What follows belongs to an exercise in optimizing a design on an open flow for small area; a production flow would make more cautious choices.
The RTL was checked by simulation tests, not by an equivalence proof against the original design. The flow treats the clock pin as an ideal source, which a real chip does not have.

==> run a <==
==> flow/design.v <==
`timescale 1ns / 1ps
module main(
    clock, reset, instruction, in_pc, out_pc, alu_op, reg_dst, jumpp, branch, reg_write,  mem_read, mem_to_reg, mem_write, ALU_src,
    read_data1, read_data2, alu_control, alu_out, out_sign, out_put_mux, read_data, ram_reg, pc_add, jump_j
    );
    input clock;
    input reset;
    input wire [7:0] instruction;
    output wire [7:0] in_pc;
    output reg  [7:0] out_pc;
    output wire [1:0] alu_op;
    output wire reg_dst, jumpp, branch, reg_write, mem_read, mem_to_reg, mem_write, ALU_src;
    output wire [7:0] read_data1, read_data2;
    output wire [2:0] alu_control;
    output wire [7:0] alu_out, out_sign, out_put_mux, read_data, ram_reg, pc_add, jump_j;
    wire [2:0] op = instruction[7:5];
    wire b4 = instruction[4];
    wire b3 = instruction[3];
    wire [2:0] f = instruction[2:0];
    wire is_lw   = (op == 3'b001);
    wire is_sw   = (op == 3'b010);
    wire is_j    = (op == 3'b011);
    wire is_rr   = (op == 3'b100) | (op == 3'b110);
    wire is_addi = (op == 3'b101);
    assign reg_dst    = is_rr;
    assign reg_write  = is_lw | is_rr | is_addi;
    assign mem_read   = is_lw;
    assign mem_to_reg = is_lw;
    assign mem_write  = is_sw;
    assign ALU_src    = is_lw | is_sw | is_addi;
    assign jumpp      = is_j;
    assign branch     = 1'b0;
    assign alu_op     = {is_rr | is_addi, is_j | is_addi};
    wire f000 = (f == 3'b000);
    wire f010 = (f == 3'b010);
    assign alu_control = is_rr ? {1'b0, f010, f000} : {1'b0, is_j, ~is_j};
    reg [7:0] r0, r1;
    assign read_data1 = b3 ? r1 : r0;
    assign read_data2 = b4 ? r1 : r0;
    assign out_sign    = {5'b0, f};
    assign out_put_mux = ALU_src ? out_sign : read_data2;
    wire alu_sub = alu_control[1];
    wire [7:0] alu_sum = read_data1 + (out_put_mux ^ {8{alu_sub}}) + {7'd0, alu_sub};
    assign alu_out = (alu_control[0] | alu_control[1]) ? alu_sum : 8'd0;
    wire [7:0] maddr = read_data1 + {5'd0, f};
    reg [7:0] mem [0:255];
    wire [3:0] ah = maddr[7:4];
    wire [3:0] al = maddr[3:0];
    wire [15:0] hr_n, lo_n;    
    genvar i, b;
    generate
        for (i = 0; i < 16; i = i + 1) begin : pd
            assign lo_n[i] = ~(al == i);
            assign hr_n[i] = ~(ah == i);
        end
    endgenerate
    wire [7:0] mem_q;      
    wire [7:0] wdata = mem_write ? read_data2 : mem_q;
    wire [255:0] sel;
    generate
        for (i = 0; i < 256; i = i + 1) begin : g
            cell_nor2 u_sel (.a(hr_n[i/16]), .b(lo_n[i%16]), .y(sel[i]));
            always @(posedge clock)
                if (sel[i]) mem[i] <= wdata;
        end
    endgenerate
    wire [7:0] rd;
    generate
        for (b = 0; b < 8; b = b + 1) begin : rb
            wire [85:0] l1_n;
            for (i = 0; i < 85; i = i + 1) begin : l1
                cell_aoi222 u (.a0(sel[3*i]), .b0(mem[3*i][b]), .a1(sel[3*i+1]), .b1(mem[3*i+1][b]),
                               .a2(sel[3*i+2]), .b2(mem[3*i+2][b]), .y(l1_n[i]));
            end
            cell_nand2 u_l1_last (.a(sel[255]), .b(mem[255][b]), .y(l1_n[85]));
            wire [21:0] l2;
            for (i = 0; i < 21; i = i + 1) begin : l2g
                cell_nand4 u (.a(l1_n[4*i]), .b(l1_n[4*i+1]), .c(l1_n[4*i+2]), .d(l1_n[4*i+3]), .y(l2[i]));
            end
            cell_nand2 u_l2_last (.a(l1_n[84]), .b(l1_n[85]), .y(l2[21]));
            wire [10:0] l3_n;
            for (i = 0; i < 11; i = i + 1) begin : l3g
                cell_nor2 u (.a(l2[2*i]), .b(l2[2*i+1]), .y(l3_n[i]));
            end
            wire [2:0] l4;
            cell_nand4 u_l4a (.a(l3_n[0]), .b(l3_n[1]), .c(l3_n[2]), .d(l3_n[3]), .y(l4[0]));
            cell_nand4 u_l4b (.a(l3_n[4]), .b(l3_n[5]), .c(l3_n[6]), .d(l3_n[7]), .y(l4[1]));
            cell_nand3 u_l4c (.a(l3_n[8]), .b(l3_n[9]), .c(l3_n[10]), .y(l4[2]));
            assign mem_q[b] = l4[0] | l4[1] | l4[2];
            assign rd[b] = mem_q[b] & mem_read;
        end
    endgenerate
    assign read_data = rd;
    assign ram_reg = mem_to_reg ? read_data : alu_out;
    assign pc_add = out_pc + 8'd1;
    assign jump_j = {3'b000, instruction[4:0]};
    assign in_pc  = jumpp ? jump_j : pc_add;
    always @(posedge clock) begin
        if (reset) begin
            out_pc <= 8'd0;
            r0 <= 8'd5;
            r1 <= 8'd1;
        end else begin
            out_pc <= in_pc;
            if (reg_write) begin
                if (b3) r1 <= ram_reg; else r0 <= ram_reg;
            end
        end
    end
endmodule
module cell_nor2 (input a, input b, output y);
    assign y = ~(a | b);
endmodule
module cell_nand2 (input a, input b, output y);
    assign y = ~(a & b);
endmodule
module cell_nand3 (input a, input b, input c, output y);
    assign y = ~(a & b & c);
endmodule
module cell_nand4 (input a, input b, input c, input d, output y);
    assign y = ~(a & b & c & d);
endmodule
module cell_aoi222 (input a0, input b0, input a1, input b1, input a2, input b2, output y);
    assign y = ~((a0 & b0) | (a1 & b1) | (a2 & b2));
endmodule
==> flow/run.sh <==
#!/bin/bash
# synth_recipe.tcl (not shown) runs the flow's synth.tcl, then flattens the netlist and writes it again
# the make line also repeats each setting of config.mk as NAME=value (left out here)
make -C /OpenROAD-flow-scripts/flow DESIGN_CONFIG=/design/flow/config.mk WORK_HOME=/design/flow/orfs CLKGATE_MAP_FILE= SYNTH_SCRIPT=/design/flow/synth_recipe.tcl finish
==> flow/config.mk <==
export PLATFORM = sky130hd
export DESIGN_NAME = main
export DESIGN_NICKNAME = main
export VERILOG_FILES = /design/flow/design.v
export SDC_FILE = /design/flow/constraint.sdc
export NUM_CORES = 4
export LEC_CHECK = 0
export CAP_MARGIN = 20
export CORE_MARGIN = 2
export CORE_UTILIZATION = 55
export CTS_CLUSTER_DIAMETER = 150
export CTS_CLUSTER_SIZE = 30
export SETUP_SLACK_MARGIN = 0.2
export SLEW_MARGIN = 20
export SYNTH_HIERARCHICAL = 1
export SYNTH_MINIMUM_KEEP_SIZE = 0
==> flow/constraint.sdc <==
create_clock -name core_clock -period 10.5 [get_ports {clock}]
set_input_delay 2.1000 -clock core_clock [delete_from_list [all_inputs] [get_ports {clock}]]
set_output_delay 2.1000 -clock core_clock [all_outputs]
set_load 0.01 [all_outputs]
==> inputs of run b, as changes to run a <==
==> flow/design.v, changed modules only <==
module main(
    clock, reset, instruction, in_pc, out_pc, alu_op, reg_dst, jumpp, branch, reg_write,  mem_read, mem_to_reg, mem_write, ALU_src,
    read_data1, read_data2, alu_control, alu_out, out_sign, out_put_mux, read_data, ram_reg, pc_add, jump_j
    );
    input clock;
    input reset;
    input wire [7:0] instruction;
    output wire [7:0] in_pc;
    output reg  [7:0] out_pc;
    output wire [1:0] alu_op;
    output wire reg_dst, jumpp, branch, reg_write, mem_read, mem_to_reg, mem_write, ALU_src;
    output wire [7:0] read_data1, read_data2;
    output wire [2:0] alu_control;
    output wire [7:0] alu_out, out_sign, out_put_mux, read_data, ram_reg, pc_add, jump_j;
    wire [2:0] op = instruction[7:5];
    wire b4 = instruction[4];
    wire b3 = instruction[3];
    wire [2:0] f = instruction[2:0];
    wire is_lw   = (op == 3'b001);
    wire is_sw   = (op == 3'b010);
    wire is_j    = (op == 3'b011);
    wire is_rr   = (op == 3'b100) | (op == 3'b110);
    wire is_addi = (op == 3'b101);
    assign reg_dst    = is_rr;
    assign reg_write  = is_lw | is_rr | is_addi;
    assign mem_read   = is_lw;
    assign mem_to_reg = is_lw;
    assign mem_write  = is_sw;
    assign ALU_src    = is_lw | is_sw | is_addi;
    assign jumpp      = is_j;
    assign branch     = 1'b0;
    assign alu_op     = {is_rr | is_addi, is_j | is_addi};
    wire f000 = (f == 3'b000);
    wire f010 = (f == 3'b010);
    assign alu_control = is_rr ? {1'b0, f010, f000} : {1'b0, is_j, ~is_j};
    reg [7:0] r0, r1;
    assign read_data1 = b3 ? r1 : r0;
    assign read_data2 = b4 ? r1 : r0;
    assign out_sign    = {5'b0, f};
    assign out_put_mux = ALU_src ? out_sign : read_data2;
    wire alu_sub = alu_control[1];
    wire [7:0] alu_sum = read_data1 + (out_put_mux ^ {8{alu_sub}}) + {7'd0, alu_sub};
    assign alu_out = (alu_control[0] | alu_control[1]) ? alu_sum : 8'd0;
    wire [3:0] rlo = b3 ? r1[3:0] : r0[3:0];
    wire [4:0] lsum = {1'b0, rlo} + {2'b0, f};
    wire c4 = lsum[4];
    wire [15:0] hd0, hd1;
    wire [15:0] lo_n, hr_n;    
    genvar i, j, b;
    generate
        for (i = 0; i < 16; i = i + 1) begin : pd
            assign hd0[i] = (r0[7:4] == i);
            assign hd1[i] = (r1[7:4] == i);
            assign lo_n[i] = ~(lsum[3:0] == i);
            assign hr_n[i] = ~(c4 ? (b3 ? hd1[(i + 15) % 16] : hd0[(i + 15) % 16])
                                  : (b3 ? hd1[i] : hd0[i]));
        end
    endgenerate
    reg [7:0] mem [0:255];
    wire [7:0] mem_q;      
    wire [7:0] wdata = mem_write ? read_data2 : mem_q;
    wire [255:0] we;
    generate
        for (i = 0; i < 256; i = i + 1) begin : g
            cell_nor2 u_we (.a(hr_n[i/16]), .b(lo_n[i%16]), .y(we[i]));
            always @(posedge clock)
                if (we[i]) mem[i] <= wdata;
        end
    endgenerate
    wire [15:0] lo = ~lo_n;
    wire [7:0] rd;
    generate
        for (b = 0; b < 8; b = b + 1) begin : rb
            wire [15:0] grp_n;
            for (j = 0; j < 16; j = j + 1) begin : gr
                wire [5:0] l1_n;
                for (i = 0; i < 5; i = i + 1) begin : l1
                    cell_aoi222 u (.a0(lo[3*i]), .b0(mem[16*j+3*i][b]), .a1(lo[3*i+1]), .b1(mem[16*j+3*i+1][b]),
                                   .a2(lo[3*i+2]), .b2(mem[16*j+3*i+2][b]), .y(l1_n[i]));
                end
                cell_nand2 u_l1_last (.a(lo[15]), .b(mem[16*j+15][b]), .y(l1_n[5]));
                wire x, y;
                cell_nand3 u_x (.a(l1_n[0]), .b(l1_n[1]), .c(l1_n[2]), .y(x));
                cell_nand3 u_y (.a(l1_n[3]), .b(l1_n[4]), .c(l1_n[5]), .y(y));
                cell_o21ai u_g (.a1(x), .a2(y), .b1(~hr_n[j]), .y(grp_n[j]));
            end
            wire [3:0] l3;
            for (i = 0; i < 4; i = i + 1) begin : l3g
                cell_nand4 u (.a(grp_n[4*i]), .b(grp_n[4*i+1]), .c(grp_n[4*i+2]), .d(grp_n[4*i+3]), .y(l3[i]));
            end
            assign mem_q[b] = |l3;
            assign rd[b] = mem_q[b] & mem_read;
        end
    endgenerate
    assign read_data = rd;
    assign ram_reg = mem_to_reg ? read_data : alu_out;
    assign pc_add = out_pc + 8'd1;
    assign jump_j = {3'b000, instruction[4:0]};
    assign in_pc  = jumpp ? jump_j : pc_add;
    always @(posedge clock) begin
        if (reset) begin
            out_pc <= 8'd0;
            r0 <= 8'd5;
            r1 <= 8'd1;
        end else begin
            out_pc <= in_pc;
            if (reg_write) begin
                if (b3) r1 <= ram_reg; else r0 <= ram_reg;
            end
        end
    end
endmodule
module cell_o21ai (input a1, input a2, input b1, output y);
    assign y = ~((a1 | a2) & b1);
endmodule
==> flow/flow/run.sh (new file) <==
#!/bin/bash
# The standard layout (the standard.sh, standard synthesis included), with these changes:
#  - the port buffers are the smallest buffer cell instead of clkdlybuf4s50_1;
#  - clock-tree sinks are clustered 30 to a leaf buffer, within 80 um, with no dummy loads;
# Each tool's full output goes to the ORFS logs under orfs/logs/; make's output to standard.log.
set -euo pipefail
cd "$(dirname "$0")/.."
export BUFFER_PORTS_ARGS="-buffer_cell sky130_fd_sc_hd__buf_1"
export CTS_ARGS="-sink_clustering_enable -repair_clock_nets -sink_clustering_size 30 -sink_clustering_max_diameter 80 -dont_use_dummy_load"
bash standard.sh > standard.log 2>&1
==> flow/standard.sh (new file) <==
#!/bin/bash
# synth_recipe.tcl (not shown) runs the flow's synth.tcl, then flattens the netlist and writes it again
# the make line also repeats each setting of config.mk as NAME=value (left out here)
make -C /OpenROAD-flow-scripts/flow DESIGN_CONFIG=/design/flow/config.mk WORK_HOME=/design/flow/orfs CLKGATE_MAP_FILE= SYNTH_SCRIPT=/design/flow/synth_recipe.tcl "${@:-finish}"
- CORE_UTILIZATION: 55 -> 62
- CTS_CLUSTER_DIAMETER: 150 -> unset
- CTS_CLUSTER_SIZE: 30 -> unset
- PLACE_DENSITY: unset -> 0.75
- SETUP_SLACK_MARGIN: 0.2 -> 0.1
removed: flow/run.sh
==> inputs of run c, as changes to run a <==
==> flow/design.v, changed modules only <==
module main(
    clock, reset, instruction, in_pc, out_pc, alu_op, reg_dst, jumpp, branch, reg_write,  mem_read, mem_to_reg, mem_write, ALU_src,
    read_data1, read_data2, alu_control, alu_out, out_sign, out_put_mux, read_data, ram_reg, pc_add, jump_j
    );
    input clock;
    input reset;
    input wire [7:0] instruction;
    output wire [7:0] in_pc;
    output reg  [7:0] out_pc;
    output wire [1:0] alu_op;
    output wire reg_dst, jumpp, branch, reg_write, mem_read, mem_to_reg, mem_write, ALU_src;
    output wire [7:0] read_data1, read_data2;
    output wire [2:0] alu_control;
    output wire [7:0] alu_out, out_sign, out_put_mux, read_data, ram_reg, pc_add, jump_j;
    wire [2:0] op = instruction[7:5];
    wire b4 = instruction[4];
    wire b3 = instruction[3];
    wire [2:0] f = instruction[2:0];
    wire is_lw   = (op == 3'b001);
    wire is_sw   = (op == 3'b010);
    wire is_j    = (op == 3'b011);
    wire is_rr   = (op == 3'b100) | (op == 3'b110);
    wire is_addi = (op == 3'b101);
    assign reg_dst    = is_rr;
    assign reg_write  = is_lw | is_rr | is_addi;
    assign mem_read   = is_lw;
    assign mem_to_reg = is_lw;
    assign mem_write  = is_sw;
    assign ALU_src    = is_lw | is_sw | is_addi;
    assign jumpp      = is_j;
    assign branch     = 1'b0;
    assign alu_op     = {is_rr | is_addi, is_j | is_addi};
    wire f000 = (f == 3'b000);
    wire f010 = (f == 3'b010);
    assign alu_control = is_rr ? {1'b0, f010, f000} : {1'b0, is_j, ~is_j};
    reg [7:0] r0, r1;
    assign read_data1 = b3 ? r1 : r0;
    assign read_data2 = b4 ? r1 : r0;
    assign out_sign    = {5'b0, f};
    assign out_put_mux = ALU_src ? out_sign : read_data2;
    wire alu_sub = alu_control[1];
    wire [7:0] alu_sum = read_data1 + (out_put_mux ^ {8{alu_sub}}) + {7'd0, alu_sub};
    assign alu_out = (alu_control[0] | alu_control[1]) ? alu_sum : 8'd0;
    wire [3:0] rlo = b3 ? r1[3:0] : r0[3:0];
    wire [4:0] lsum = {1'b0, rlo} + {2'b0, f};
    wire c4 = lsum[4];
    wire [15:0] hd0, hd1;
    wire [15:0] lo_n, hr_n;    
    genvar i, j, b;
    generate
        for (i = 0; i < 16; i = i + 1) begin : pd
            assign hd0[i] = (r0[7:4] == i);
            assign hd1[i] = (r1[7:4] == i);
            assign lo_n[i] = ~(lsum[3:0] == i);
            assign hr_n[i] = ~(c4 ? (b3 ? hd1[(i + 15) % 16] : hd0[(i + 15) % 16])
                                  : (b3 ? hd1[i] : hd0[i]));
        end
    endgenerate
    reg [7:0] mem [0:255];
    wire [7:0] mem_q;      
    wire [7:0] wdata = mem_write ? read_data2 : mem_q;
    wire [255:0] we;
    generate
        for (i = 0; i < 256; i = i + 1) begin : g
            cell_nor2 u_we (.a(hr_n[i/16]), .b(lo_n[i%16]), .y(we[i]));
            always @(posedge clock)
                if (we[i]) mem[i] <= wdata;
        end
    endgenerate
    wire [15:0] lo = ~lo_n;
    wire [7:0] rd;
    generate
        for (b = 0; b < 8; b = b + 1) begin : rb
            wire [15:0] grp_n;
            for (j = 0; j < 16; j = j + 1) begin : gr
                wire [5:0] l1_n;
                for (i = 0; i < 5; i = i + 1) begin : l1
                    cell_aoi222 u (.a0(lo[3*i]), .b0(mem[16*j+3*i][b]), .a1(lo[3*i+1]), .b1(mem[16*j+3*i+1][b]),
                                   .a2(lo[3*i+2]), .b2(mem[16*j+3*i+2][b]), .y(l1_n[i]));
                end
                cell_nand2 u_l1_last (.a(lo[15]), .b(mem[16*j+15][b]), .y(l1_n[5]));
                wire x, y;
                cell_nand3 u_x (.a(l1_n[0]), .b(l1_n[1]), .c(l1_n[2]), .y(x));
                cell_nand3 u_y (.a(l1_n[3]), .b(l1_n[4]), .c(l1_n[5]), .y(y));
                cell_o21ai u_g (.a1(x), .a2(y), .b1(~hr_n[j]), .y(grp_n[j]));
            end
            wire [3:0] l3;
            for (i = 0; i < 4; i = i + 1) begin : l3g
                cell_nand4 u (.a(grp_n[4*i]), .b(grp_n[4*i+1]), .c(grp_n[4*i+2]), .d(grp_n[4*i+3]), .y(l3[i]));
            end
            assign mem_q[b] = |l3;
            assign rd[b] = mem_q[b] & mem_read;
        end
    endgenerate
    assign read_data = rd;
    assign ram_reg = mem_to_reg ? read_data : alu_out;
    assign pc_add = out_pc + 8'd1;
    assign jump_j = {3'b000, instruction[4:0]};
    assign in_pc  = jumpp ? jump_j : pc_add;
    always @(posedge clock) begin
        if (reset) begin
            out_pc <= 8'd0;
            r0 <= 8'd5;
            r1 <= 8'd1;
        end else begin
            out_pc <= in_pc;
            if (reg_write) begin
                if (b3) r1 <= ram_reg; else r0 <= ram_reg;
            end
        end
    end
endmodule
module cell_o21ai (input a1, input a2, input b1, output y);
    assign y = ~((a1 | a2) & b1);
endmodule
==> flow/flow/run.sh (new file) <==
#!/bin/bash
# The standard layout (the standard.sh, standard synthesis included), with these changes:
#  - the port buffers are the smallest buffer cell instead of clkdlybuf4s50_1;
#  - clock-tree sinks are clustered 30 to a leaf buffer, within 80 um, with no dummy loads;
#  - after global routing, gates off the critical paths are downsized (RECOVER_POWER).
# Each tool's full output goes to the ORFS logs under orfs/logs/; make's output to standard.log.
set -euo pipefail
cd "$(dirname "$0")/.."
export BUFFER_PORTS_ARGS="-buffer_cell sky130_fd_sc_hd__buf_1"
export CTS_ARGS="-sink_clustering_enable -repair_clock_nets -sink_clustering_size 30 -sink_clustering_max_diameter 80 -dont_use_dummy_load"
export RECOVER_POWER=100
bash standard.sh > standard.log 2>&1
==> flow/standard.sh (new file) <==
#!/bin/bash
# synth_recipe.tcl (not shown) runs the flow's synth.tcl, then flattens the netlist and writes it again
# the make line also repeats each setting of config.mk as NAME=value (left out here)
make -C /OpenROAD-flow-scripts/flow DESIGN_CONFIG=/design/flow/config.mk WORK_HOME=/design/flow/orfs CLKGATE_MAP_FILE= SYNTH_SCRIPT=/design/flow/synth_recipe.tcl "${@:-finish}"
- CORE_UTILIZATION: 55 -> 62
- CTS_CLUSTER_DIAMETER: 150 -> unset
- CTS_CLUSTER_SIZE: 30 -> unset
- SETUP_SLACK_MARGIN: 0.2 -> 0.1
removed: flow/run.sh
==> qor.yml <==
status: "complete, no violations"
min_from: "r1[1]"
final_core_util_pct: 62.0
grt_antenna_before_repair: 1
clock_latency_ns: 0.74
clk-power_mw: 3.80
drt_iter0_drc: 6971
That was run a.
==> qor.yml <==
status: "complete, but fails checks"
so_faults: "capacitance limit, slew limit"
clk-power_mw: 3.69
regArea_um2: 62000
holdBufCountCts: 0
min_from: "r1[1]"
slew_violations: 1400
timing.rr.end: "mem[130][7]"
cts_buffers: 83
rsz0062_at_grt: "no"
drt_iter0_drc: 8605
drv_cap: 17
clock_latency_ns: 0.72
That was run c.
==> qor.yml <==
status: "complete, no violations"
min_from: "r0[1]"
top_layer_used: "met4"
combPwrFrac_pct: 23.3
drt_iter0_drc: 8667
netlist.area_leader.share_pct: 82.9
grt_antenna_before_repair: 1
rows: 126
final_core_util_pct: 67.4
clk-power_mw: 3.62
yosysWarnings: 9
overflow: 0
That was run b.

==> afterwards: timing with drivers on the ports <==
No port has a modelled driver above. Below, the same layouts with a new extraction and two added sets of constraints.
Step 1: set_driving_cell puts a clkbuf_16 on clock and a buf_2 on each other input, an assumption about the parent block.
Step 2 moves the port delays by t, midway between the first and last clock arrival at a register: inputs arrive t later, outputs are due t later. That takes back most of the time a late clock gives input paths.
Slacks: ideal / step 1 / step 2; pairs: ideal / step 1.
run | t (ns) | slack for setup (ns) | latest minus earliest clock arrival (ns)
run a | 0.796 | 0.234 / 0.209 / 0.209 | 0.058 / 0.058
run b | 0.740 | 0.364 / 0.340 / 0.340 | 0.086 / 0.087
run c | 0.757 | 0.163 / 0.141 / -0.198 | 0.080 / 0.080
For run c, which loses most, drivers alone change the setup slack by -0.022 ns; drivers and shift together by -0.361 ns.
